This is an optimization exercise on Yosys and OpenROAD, whose aim is small area, not a production implementation.
The RTL was checked by simulation tests, not by an equivalence proof against the original design.
Power is estimated from default activity; no workload was simulated.

==> flow/design.v <==
module regn(Clock, sh, hold, sel, res, Q);
	input wire Clock, sh, hold, sel, res;
	output reg [8:0] Q;
	wire top = sel ? res : Q[0];
	always @(posedge Clock)
		Q <= ({9{sh}} & {top, Q[8:1]}) | ({9{hold}} & Q);
endmodule
module hreg(Clock, ld, hold, d, Q);
	parameter n = 9;
	input wire Clock, ld, hold;
	input wire [n-1:0] d;
	output reg [n-1:0] Q;
	always @(posedge Clock)
		Q <= ({n{ld}} & d) | ({n{hold}} & Q);
endmodule
module ALU(xb, yb, cy, pa, ib, io, op0, last, res, co, dflag, ibn, ion);
	input wire xb, yb, cy, pa, ib, io, op0, last;
	output wire res, co, dflag, ibn, ion;
	wire yp = yb ^ (pa | ib);
	wire s;
	assign {co, s} = xb + yp + cy;
	assign dflag = xb ^ yb ^ op0;           
	wire bma = op0 & xb & ~yb;              
	wire ns = dflag ? (io ^ (op0 & xb)) : xb;
	assign res = last ? ns : (s ^ io);
	assign ibn = dflag | bma;
	assign ion = (dflag & ~cy) | bma;
endmodule
module mux4(s, i, y);
	input wire [1:0] s;
	input wire [3:0] i;
	output wire y;
	assign y = i[s];
endmodule
module mux8(s, i, y);
	input wire [2:0] s;
	input wire [7:0] i;
	output wire y;
	wire lo, hi;
	mux4 m0 (s[1:0], i[3:0], lo);
	mux4 m1 (s[1:0], i[7:4], hi);
	assign y = s[2] ? hi : lo;
endmodule
module mux9(s, i, y);
	input wire [3:0] s;
	input wire [8:0] i;
	output wire y;
	assign y = s[3] ? i[8] : i[s[2:0]];
endmodule
module andor8(s, i, y);
	input wire [7:0] s;
	input wire [7:0] i;
	output wire y;
	assign y = |(s & i);
endmodule
module cpu_top (DIN, Resetn, Clock, Run, Done, BusWires, debug_reg0, debug_reg1,
debug_reg2, debug_reg3, debug_reg4, debug_reg5, debug_reg6, debug_reg7);
	input wire [8:0] DIN;
	input wire Resetn, Clock, Run;
	output wire Done;
	output wire [8:0] BusWires;
	output wire [8:0] debug_reg0, debug_reg1;
	output wire [8:0] debug_reg2, debug_reg3, debug_reg4, debug_reg5, debug_reg6, debug_reg7;
	reg busy;             
	reg [3:0] t;          
	reg pa;               
	reg pb;               
	wire [8:0] ir;        
	reg cy;               
	reg [3:0] d;          
	wire ib = d[0];       
	wire io = d[1];       
	reg [8:1] T;          
	wire [2:0] op = ir[8:6];
	wire [2:0] X = ir[5:3];
	wire [2:0] Y = ir[2:0];
	wire last = t[3];
	wire fin = ~pa & ~pb;
	wire shiftc = op[2];
	wire aluc = ~op[2] & op[1];
	wire passP = shiftc & pa;
	wire passS = pb;
	wire [8:0] R0, R1, R2, R3, R4, R5, R6, R7;
	wire [7:0] selX;
	reg res;
	wire xb, yb;
	andor8 muxX (selX, {R7[0], R6[0], R5[0], R4[0], R3[0], R2[0], R1[0], R0[0]}, xb);
	mux8 muxY (Y, {R7[0], R6[0], R5[0], R4[0], R3[0], R2[0], R1[0], R0[0]}, yb);
	assign selX = 8'b1 << X;
	wire sh = busy;
	wire hold = ~busy & Resetn;    
	regn reg_0 (Clock, sh, hold, selX[0], res, R0);
	regn reg_1 (Clock, sh, hold, selX[1], res, R1);
	regn reg_2 (Clock, sh, hold, selX[2], res, R2);
	regn reg_3 (Clock, sh, hold, selX[3], res, R3);
	regn reg_4 (Clock, sh, hold, selX[4], res, R4);
	regn reg_5 (Clock, sh, hold, selX[5], res, R5);
	regn reg_6 (Clock, sh, hold, selX[6], res, R6);
	regn reg_7 (Clock, sh, hold, selX[7], res, R7);
	wire alures, co, dflag, ibn, ion;
	ALU alu (xb, yb, cy, pa, ib, io, op[0], last, alures, co, dflag, ibn, ion);
	wire tin0 = op[0] & xb;                 
	wire tap, dinb;
	mux9 muxT (d, {T[1], T[2], T[3], T[4], T[5], T[6], T[7], T[8], tin0}, tap);
	mux9 muxD (t, DIN, dinb);
	always @* begin
		if (!fin)
			res = (passS & ~last) ? tap : xb;
		else if (shiftc)
			res = xb;
		else if (op[1])
			res = alures;
		else if (op[0])
			res = dinb;
		else
			res = yb;
	end
	reg tin;
	always @* begin
		if (passP)
			tin = ~op[0] & cy;
		else if (passS)
			tin = tin0;
		else
			tin = res;
	end
	always @(posedge Clock, negedge Resetn)
		if (!Resetn)
			busy <= 1'b0;
		else
			busy <= busy ? ~(last & fin) : Run;
	assign Done = busy & last & fin;
	always @(posedge Clock) begin
		T <= {tin, T[8:2]};
		pa <= (busy & pa & ~last) | (~busy & (DIN[8] | DIN[7]));
		t <= (busy & ~last) ? t + 4'd1 : 4'd0;
		if (!busy) begin
			pb <= 1'b0;
			d <= 4'd0;
			cy <= 1'b1;
		end else begin
			if (last)
				pb <= passP;
			if (passP & ~last & (yb == op[0]))
				d <= d + 4'd1;
			if (passP)
				cy <= xb;
			else if (last)
				cy <= dflag & cy;
			else
				cy <= co;
			if (last & pa & ~shiftc) begin
				d[0] <= ibn;
				d[1] <= ion;
			end
		end
	end
	hreg Ireg (Clock, hold, sh, DIN, ir);
	assign BusWires = {tin, T[8:1]};
	assign debug_reg0 = R0;
	assign debug_reg1 = R1;
	assign debug_reg2 = R2;
	assign debug_reg3 = R3;
	assign debug_reg4 = R4;
	assign debug_reg5 = R5;
	assign debug_reg6 = R6;
	assign debug_reg7 = R7;
endmodule
clock: 12.0 ns
lec_check: 0
cap_margin: 20
core_margin: 2
core_utilization: 40
slew_margin: 20
synth_hierarchical: 1
synth_minimum_keep_size: 0
standard.sh (not shown) runs the stock make flow with config.mk's settings and CLKGATE_MAP_FILE= SYNTH_SCRIPT=/design/flow/synth_recipe.tcl, a recipe that flattens the netlist after the stock synthesis.
==> flow/flow/run.sh <==
#!/bin/bash
# Standard ORFS layout (the standard.sh, unchanged synthesis), with two
# layout choices: ports are buffered with buf_1 instead of the default
# buffer, and CTS builds its tree without sink clustering and without dummy
# loads.
set -euo pipefail
bash standard.sh \
  "BUFFER_PORTS_ARGS=-buffer_cell sky130_fd_sc_hd__buf_1" \
  "CTS_ARGS=-repair_clock_nets -dont_use_dummy_load" \
  finish > standard_make.log 2>&1
Rerun with:
--- a/flow/design.v
+++ b/flow/design.v
@@ -153,11 +153,11 @@
 				d[0] <= ibn;
 				d[1] <= ion;
 			end
 		end
 	end
-	hreg Ireg (Clock, hold, sh, DIN, ir);
+	hreg Ireg (Clock, ~busy, busy, DIN, ir);
 	assign BusWires = {tin, T[8:1]};
 	assign debug_reg0 = R0;
 	assign debug_reg1 = R1;
 	assign debug_reg2 = R2;
 	assign debug_reg3 = R3;
Effect:
- final cell count stays flat
- critical path depth does not change
- clock power stays flat
- via count fell by 0.78%
- worst hold slack barely changes
- combinational power is about the same
- die area is about the same
- fmax rose by 1.6%
- global-route usage rose by 0.37 points
- count of clock-buffer cells in the layout stays the same
- non-clock buffer count does not change

==> static timing again, ports no longer ideal <==
No port has a modelled driver above. Below, the same layouts with a new extraction and two added sets of constraints. Step 1: set_driving_cell puts a clkbuf_16 on Clock and a buf_2 on each other input, an assumption about the parent block. Step 2 adds t to the input delays and takes it off the output delays; t is the mean of the earliest and latest rising clock arrival at the registers after step 1. Input paths then give back, and output paths get back, about the clock's delay inside the block. Slacks: ideal ports / drivers / drivers and shift; pairs: ideal ports / drivers.
| run | t (ns) | setup WS [ns] | worst setup path at the end | worst register clock-pin slew, ns |
|---|---|---|---|---|
| the first run | 0.367 | 5.536 / 5.512 / 5.512 | input to output | 0.11 / 0.11 |
| the second run | 0.386 | 5.641 / 5.617 / 5.617 | input to output | 0.11 / 0.11 |
After both steps setup and hold are still met in every run listed.
